What follows belongs to an exercise in optimizing a design on an open flow for small area; a production flow would make more cautious choices.
Function was checked by simulation only, so behaviour that the tests miss may differ from the original.
Power is estimated from default activity; no workload was simulated.

==> run a <==
==> flow/design.v <==
module Aoi222 (input a0, b0, a1, b1, a2, b2, output y);
assign y = ~((a0 & b0) | (a1 & b1) | (a2 & b2));
endmodule
module Oai21 (input a0, a1, b, output y);
assign y = ~((a0 | a1) & b);
endmodule
module Inv (input a, output y);
assign y = ~a;
endmodule
module Nand2 (input a, b, output y);
assign y = ~(a & b);
endmodule
module Nor2 (input a, b, output y);
assign y = ~(a | b);
endmodule
module Nand3 (input a, b, c, output y);
assign y = ~(a & b & c);
endmodule
module And3 (input a, b, c, output y);
assign y = a & b & c;
endmodule
module Nand4 (input a, b, c, d, output y);
assign y = ~(a & b & c & d);
endmodule
module Decoder_4to16 #(parameter HAS_EN=0, HAS_RST=0)
    (
	  input [3:0] IN,
	  input EN, RST_N,
      output [15:0] OUT
    );
wire [3:0] inv;
wire [3:0] lo_n, hi_n;    
genvar j, k;
generate
    for (j = 0; j < 4; j = j + 1) begin : iv
        Inv u (.a(IN[j]), .y(inv[j]));
    end
    for (j = 0; j < 4; j = j + 1) begin : pre
        Nand2 ul (.a(j & 1 ? IN[0] : inv[0]), .b(j & 2 ? IN[1] : inv[1]), .y(lo_n[j]));
        if (HAS_EN) begin : e
            Nand3 uh (.a(j & 1 ? IN[2] : inv[2]), .b(j & 2 ? IN[3] : inv[3]), .c(EN), .y(hi_n[j]));
        end else begin : ne
            Nand2 uh (.a(j & 1 ? IN[2] : inv[2]), .b(j & 2 ? IN[3] : inv[3]), .y(hi_n[j]));
        end
    end
    for (k = 0; k < 16; k = k + 1) begin : o
        if (HAS_RST) begin : r
            Oai21 u (.a0(lo_n[k % 4]), .a1(hi_n[k / 4]), .b(RST_N), .y(OUT[k]));
        end else begin : nr
            Nor2 u (.a(lo_n[k % 4]), .b(hi_n[k / 4]), .y(OUT[k]));
        end
    end
endgenerate
endmodule
module Mux_16to1 #(parameter WIDTH=4)
    (
	  input [15:0] sel,
	  input [16*WIDTH-1:0] in,
      output [WIDTH-1:0] out
    );
genvar b, g;
generate
    for (b = 0; b < WIDTH; b = b + 1) begin : bits
        wire [5:0] t;
        for (g = 0; g < 5; g = g + 1) begin : grp
            Aoi222 u (.a0(sel[3*g]),   .b0(in[(3*g)*WIDTH + b]),
                      .a1(sel[3*g+1]), .b1(in[(3*g+1)*WIDTH + b]),
                      .a2(sel[3*g+2]), .b2(in[(3*g+2)*WIDTH + b]), .y(t[g]));
        end
        Nand2 u15 (.a(sel[15]), .b(in[15*WIDTH + b]), .y(t[5]));
        wire t012;
        And3  ua (.a(t[0]), .b(t[1]), .c(t[2]), .y(t012));
        Nand4 uo (.a(t012), .b(t[3]), .c(t[4]), .d(t[5]), .y(out[b]));
    end
endgenerate
endmodule
module Register_file #(parameter WIDTH=32)
    (
	  input clk, write_enable, reset,
	  input [3:0] Source_select_0, Source_select_1, Destination_select,
	  input	[WIDTH-1:0] DATA, Reg_15,
	  output [WIDTH-1:0] out_0, out_1
    );
wire [WIDTH-1:0] wdata = DATA & {WIDTH{~reset}};
wire [15:0] dest, sel0, sel1;
Decoder_4to16 #(0, 0) dsel0 (.IN(Source_select_0), .EN(1'b1), .RST_N(1'b1), .OUT(sel0));
Decoder_4to16 #(0, 0) dsel1 (.IN(Source_select_1), .EN(1'b1), .RST_N(1'b1), .OUT(sel1));
wire reset_n;
Inv urn (.a(reset), .y(reset_n));
Decoder_4to16 #(1, 1) dec (.IN(Destination_select), .EN(write_enable), .RST_N(reset_n), .OUT(dest));
wire [16*WIDTH-1:0] rd;    
assign rd[15*WIDTH +: WIDTH] = Reg_15;
genvar i;
generate
    for (i = 0 ; i < 15 ; i = i + 1) begin : registers
        wire we = dest[i];
        reg [WIDTH-1:0] OUT;
        always @(posedge clk)
            if (we) OUT <= wdata;
        assign rd[i*WIDTH +: WIDTH] = OUT;
    end
endgenerate
Mux_16to1 #(WIDTH) mux_0 (.sel(sel0), .in(rd), .out(out_0));
Mux_16to1 #(WIDTH) mux_1 (.sel(sel1), .in(rd), .out(out_1));
endmodule
==> flow/run.sh <==
#!/bin/bash
# synth_recipe.tcl (not shown) runs the flow's synth.tcl, then flattens the netlist and writes it again
# the make line also repeats each setting of config.mk as NAME=value (left out here)
make -C /OpenROAD-flow-scripts/flow DESIGN_CONFIG=/design/flow/config.mk WORK_HOME=/design/flow/orfs CLKGATE_MAP_FILE= SYNTH_SCRIPT=/design/flow/synth_recipe.tcl finish
==> flow/config.mk <==
export PLATFORM = sky130hd
export DESIGN_NAME = Register_file
export DESIGN_NICKNAME = Register_file
export VERILOG_FILES = /design/flow/design.v
export SDC_FILE = /design/flow/constraint.sdc
export NUM_CORES = 4
export LEC_CHECK = 0
export CAP_MARGIN = 20
export CORE_MARGIN = 2
export CORE_UTILIZATION = 50
export PLACE_DENSITY = 0.65
export SLEW_MARGIN = 20
export SYNTH_HIERARCHICAL = 1
export SYNTH_MINIMUM_KEEP_SIZE = 0
==> flow/constraint.sdc <==
create_clock -name core_clock -period 8.0 [get_ports {clk}]
set_input_delay 1.6000 -clock core_clock [delete_from_list [all_inputs] [get_ports {clk}]]
set_output_delay 1.6000 -clock core_clock [all_outputs]
set_load 0.01 [all_outputs]
==> inputs of run b, as changes to run a <==
==> flow/design.v, changed modules only <==
module And2 (input a, b, output y);
assign y = a & b;
endmodule
module Decoder_4to16 #(parameter HAS_EN=0)
    (
	  input [3:0] IN,
	  input EN, RST_N,
      output [15:0] OUT
    );
wire [3:0] inv;
wire [3:0] lo, hi;    
genvar j, k;
generate
    for (j = 0; j < 4; j = j + 1) begin : iv
        Inv u (.a(IN[j]), .y(inv[j]));
    end
    for (j = 0; j < 4; j = j + 1) begin : pre
        Nor2 ul (.a(j & 1 ? inv[0] : IN[0]), .b(j & 2 ? inv[1] : IN[1]), .y(lo[j]));
        Nor2 uh (.a(j & 1 ? inv[2] : IN[2]), .b(j & 2 ? inv[3] : IN[3]), .y(hi[j]));
    end
    for (k = 0; k < 16; k = k + 1) begin : o
        wire n;
        if (HAS_EN) begin : e
            Nand3 u  (.a(lo[k % 4]), .b(hi[k / 4]), .c(EN), .y(n));
            Nand2 ud (.a(n), .b(RST_N), .y(OUT[k]));
        end else begin : ne
            Nand2 u  (.a(lo[k % 4]), .b(hi[k / 4]), .y(n));
            Inv   ud (.a(n), .y(OUT[k]));
        end
    end
endgenerate
endmodule
module Register_file #(parameter WIDTH=32)
    (
	  input clk, write_enable, reset,
	  input [3:0] Source_select_0, Source_select_1, Destination_select,
	  input	[WIDTH-1:0] DATA, Reg_15,
	  output [WIDTH-1:0] out_0, out_1
    );
wire [WIDTH-1:0] wdata;
wire [14:0] we;
wire [15:0] dest, sel0, sel1;
wire reset_n;
Inv urn (.a(reset), .y(reset_n));
genvar i;
generate
    for (i = 0; i < WIDTH; i = i + 1) begin : wd
        And2 u (.a(DATA[i]), .b(reset_n), .y(wdata[i]));
    end
endgenerate
Decoder_4to16 #(0) dsel0 (.IN(Source_select_0), .EN(1'b1), .RST_N(1'b1), .OUT(sel0));
Decoder_4to16 #(0) dsel1 (.IN(Source_select_1), .EN(1'b1), .RST_N(1'b1), .OUT(sel1));
Decoder_4to16 #(1) dec (.IN(Destination_select), .EN(write_enable), .RST_N(reset_n), .OUT(dest));
assign we = dest[14:0];
wire [16*WIDTH-1:0] rd;    
assign rd[15*WIDTH +: WIDTH] = Reg_15;
generate
    for (i = 0 ; i < 15 ; i = i + 1) begin : registers
        reg [WIDTH-1:0] OUT;
        always @(posedge clk)
            if (we[i]) OUT <= wdata;
        assign rd[i*WIDTH +: WIDTH] = OUT;
    end
endgenerate
Mux_16to1 #(WIDTH) mux_0 (.sel(sel0), .in(rd), .out(out_0));
Mux_16to1 #(WIDTH) mux_1 (.sel(sel1), .in(rd), .out(out_1));
endmodule
// module Oai21 removed
==> flow/flow/run.sh (new file) <==
#!/bin/bash
# The standard layout (the standard.sh, standard synthesis included), with three changes:
#  - port buffers are the smallest buffer, buf_1, instead of the delay buffer buffer_ports picks;
#  - clock tree synthesis uses clkbuf_8 with larger sink clusters (18 sinks, 70 um) and no dummy loads;
#  - everything else is the ORFS default.
# Each make run's full output goes to a log file in the work folder; ORFS's own per-step logs
# are under orfs/logs/.
set -euo pipefail
CTS="-sink_clustering_enable -repair_clock_nets -dont_use_dummy_load -buf_list sky130_fd_sc_hd__clkbuf_8 -sink_clustering_size 18 -sink_clustering_max_diameter 70"
bash standard.sh \
  "BUFFER_PORTS_ARGS=-buffer_cell sky130_fd_sc_hd__buf_1" \
  "CTS_ARGS=$CTS" \
  finish > standard_flow.log 2>&1
==> flow/standard.sh (new file) <==
#!/bin/bash
# synth_recipe.tcl (not shown) runs the flow's synth.tcl, then flattens the netlist and writes it again
# the make line also repeats each setting of config.mk as NAME=value (left out here)
make -C /OpenROAD-flow-scripts/flow DESIGN_CONFIG=/design/flow/config.mk WORK_HOME=/design/flow/orfs CLKGATE_MAP_FILE= SYNTH_SCRIPT=/design/flow/synth_recipe.tcl "${@:-finish}"
CORE_UTILIZATION = 70   (was 50)
PLACE_DENSITY = 0.8   (was 0.65)
removed: flow/run.sh
==> inputs of run c, as changes to run a <==
==> flow/design.v, changed modules only <==
module Register_sync_rw #(
     parameter WIDTH=8)
    (
	  input  clk, reset,we,
	  input	[WIDTH-1:0] DATA,
	  output reg [WIDTH-1:0] OUT
    );
always@(posedge clk) begin
	if (reset == 1'b1)
		OUT<={WIDTH{1'b0}};
	else if(we==1'b1)	
		OUT<=DATA;
end
endmodule	 
module Decoder_4to16
    (
	  input [3:0] IN,
      output reg [15:0] OUT
    );
always @(*) begin
	case(IN)
		4'h0:OUT=16'h0001;
		4'h1:OUT=16'h0002;
		4'h2:OUT=16'h0004;
		4'h3:OUT=16'h0008;
		4'h4:OUT=16'h0010;
		4'h5:OUT=16'h0020;
		4'h6:OUT=16'h0040;
		4'h7:OUT=16'h0080;
		4'h8:OUT=16'h0100;
		4'h9:OUT=16'h0200;
		4'ha:OUT=16'h0400;
		4'hb:OUT=16'h0800;
		4'hc:OUT=16'h1000;
		4'hd:OUT=16'h2000;
		4'he:OUT=16'h4000;
		4'hf:OUT=16'h8000;
	endcase
end
endmodule
module Mux_16to1 #(parameter WIDTH=4)
    (
	  input [3:0] select,
	  input [WIDTH-1:0] input_0, input_1, input_2, input_3, input_4, input_5, input_6, input_7, input_8, input_9, input_10, input_11, input_12, input_13, input_14, input_15,
      output reg [WIDTH-1:0] output_value
    );
always@(*) begin
	case(select)
		4'b0000:output_value = input_0;
		4'b0001:output_value = input_1;
		4'b0010:output_value = input_2;
		4'b0011:output_value = input_3;
		4'b0100:output_value = input_4;
		4'b0101:output_value = input_5;
		4'b0110:output_value = input_6;
		4'b0111:output_value = input_7;
		4'b1000:output_value = input_8;
		4'b1001:output_value = input_9;
		4'b1010:output_value = input_10;
		4'b1011:output_value = input_11;
		4'b1100:output_value = input_12;
		4'b1101:output_value = input_13;
		4'b1110:output_value = input_14;
		4'b1111:output_value = input_15;
		default: output_value = {WIDTH{1'b0}};
	endcase
end
endmodule
module Register_file #(parameter WIDTH=32)
    (
	  input clk, write_enable, reset,
	  input [3:0] Source_select_0, Source_select_1, Destination_select,
	  input	[WIDTH-1:0] DATA, Reg_15,
	  output reg [WIDTH-1:0] out_0, out_1
    );
wire [WIDTH-1:0] Reg_Out [14:0];
wire [14:0] Reg_enable;
genvar i;
generate
    for (i = 0 ; i < 15 ; i = i + 1) begin : registers
        Register_sync_rw #(WIDTH) Reg (.clk(clk),.reset(reset),.we(Reg_enable[i]& write_enable),.DATA(DATA),.OUT(Reg_Out[i]));
    end
endgenerate
Decoder_4to16 dec (.IN(Destination_select),.OUT(Reg_enable));
Mux_16to1 #(WIDTH) mux_0 (.select(Source_select_0),
	.input_0 (Reg_Out[0]),
	.input_1 (Reg_Out[1]),
	.input_2 (Reg_Out[2]),
	.input_3 (Reg_Out[3]),
	.input_4 (Reg_Out[4]),
	.input_5 (Reg_Out[5]),
	.input_6 (Reg_Out[6]),
	.input_7 (Reg_Out[7]),
	.input_8 (Reg_Out[8]),
	.input_9 (Reg_Out[9]),
	.input_10(Reg_Out[10]),
	.input_11(Reg_Out[11]),
	.input_12(Reg_Out[12]),
	.input_13(Reg_Out[13]),
	.input_14(Reg_Out[14]),
	.input_15(Reg_15),
	.output_value(out_0)
    );
Mux_16to1 #(WIDTH) mux_1 (.select(Source_select_1),
	.input_0 (Reg_Out[0]),
	.input_1 (Reg_Out[1]),
	.input_2 (Reg_Out[2]),
	.input_3 (Reg_Out[3]),
	.input_4 (Reg_Out[4]),
	.input_5 (Reg_Out[5]),
	.input_6 (Reg_Out[6]),
	.input_7 (Reg_Out[7]),
	.input_8 (Reg_Out[8]),
	.input_9 (Reg_Out[9]),
	.input_10(Reg_Out[10]),
	.input_11(Reg_Out[11]),
	.input_12(Reg_Out[12]),
	.input_13(Reg_Out[13]),
	.input_14(Reg_Out[14]),
	.input_15(Reg_15),
	.output_value(out_1)
    );
endmodule
// module Aoi222 removed
// module Oai21 removed
// module Inv removed
// module Nand2 removed
// module Nor2 removed
// module Nand3 removed
// module And3 removed
// module Nand4 removed
CORE_UTILIZATION = 25   (was 50)
PLACE_DENSITY = 0.5   (was 0.65)
SYNTH_HIERARCHICAL = not set   (was 1)
SYNTH_MINIMUM_KEEP_SIZE = not set   (was 0)
==> summary of the runs <==
The lowest setup slack belongs to run c, the highest to run b. Total power: run b < run a < run c. In run c the area after synthesis is higher than in run b, by 27%. Sequential cell count is the same in run c and run a. The highest clock-buffer cell count belongs to run c, the lowest to run b. Cell count, lowest first: run b, run a, run c.
==> figures <==
|  | run a | run b | run c |
|---|---|---|---|
| Logic gate share of total power | 10.3% | 10.4% | 12.7% |
| CP arrival | 4.79 ns | 3.71 ns | 5.05 ns |
| Number of warnings issued by yosys | 7 | 7 | 5 |
| Number of placed cells counting well taps | 1,821 | 1,648 | 4,482 |
| First-pass GRT wire length | 91,600 um | 87,300 um | 189,000 um |
| Combinational power | 602 uW | 485 uW | 742 uW |
| Status | timing/DRC/antenna clean | timing/DRC/antenna clean | timing/DRC/antenna clean |
| Number of multi-input combinational cells in the layout | 615 | 630 | 2,472 |
| Clock slew at the register clock pins of the worst setup and hold paths | 0.06 ns | 0.11 ns | 0.06 ns |
| # clk buffers | 57 | 30 | 80 |
| GP Congestion | 0.814 | 0.808 | 0.943 |
| Share of the core filled with cells | 62.0% | 77.6% | 29.7% |
| Overall global routing resource usage | 31.9% | 41.8% | 25.5% |
| Non-clock buffer contribution to total cell area | 8.02% | 3.44% | 7.58% |

==> port drivers added, routing unchanged <==
No port has a modelled driver above. Below, the same layouts with a new extraction and two added sets of constraints. Step 1 sets driving cells, clkbuf_16 on the clock port and buf_2 on the other inputs (assumed; they add their load-dependent delay and slew). Step 2 times the ports against the registers' clock, not the clock port: input delays grow and output delays shrink by t, the midpoint of the rising clock arrivals with the driver on. Slacks: no drivers / after step 1 / after step 2; pairs: no drivers / after step 1.
| run | shift t [ns] | setup slack, ns | worst slew at a driven data input, ns |
|---|---|---|---|
| run a | 0.593 | 1.612 / 1.588 / 1.588 | 0.04 |
| run b | 0.674 | 2.689 / 2.666 / 2.666 | 0.04 |
| run c | 0.698 | 1.355 / 1.305 / 1.305 | 0.10 |
After both steps setup and hold are still met in every run listed. For run c, which loses most, drivers alone change the setup slack by -0.050 ns; drivers and shift together by -0.050 ns.
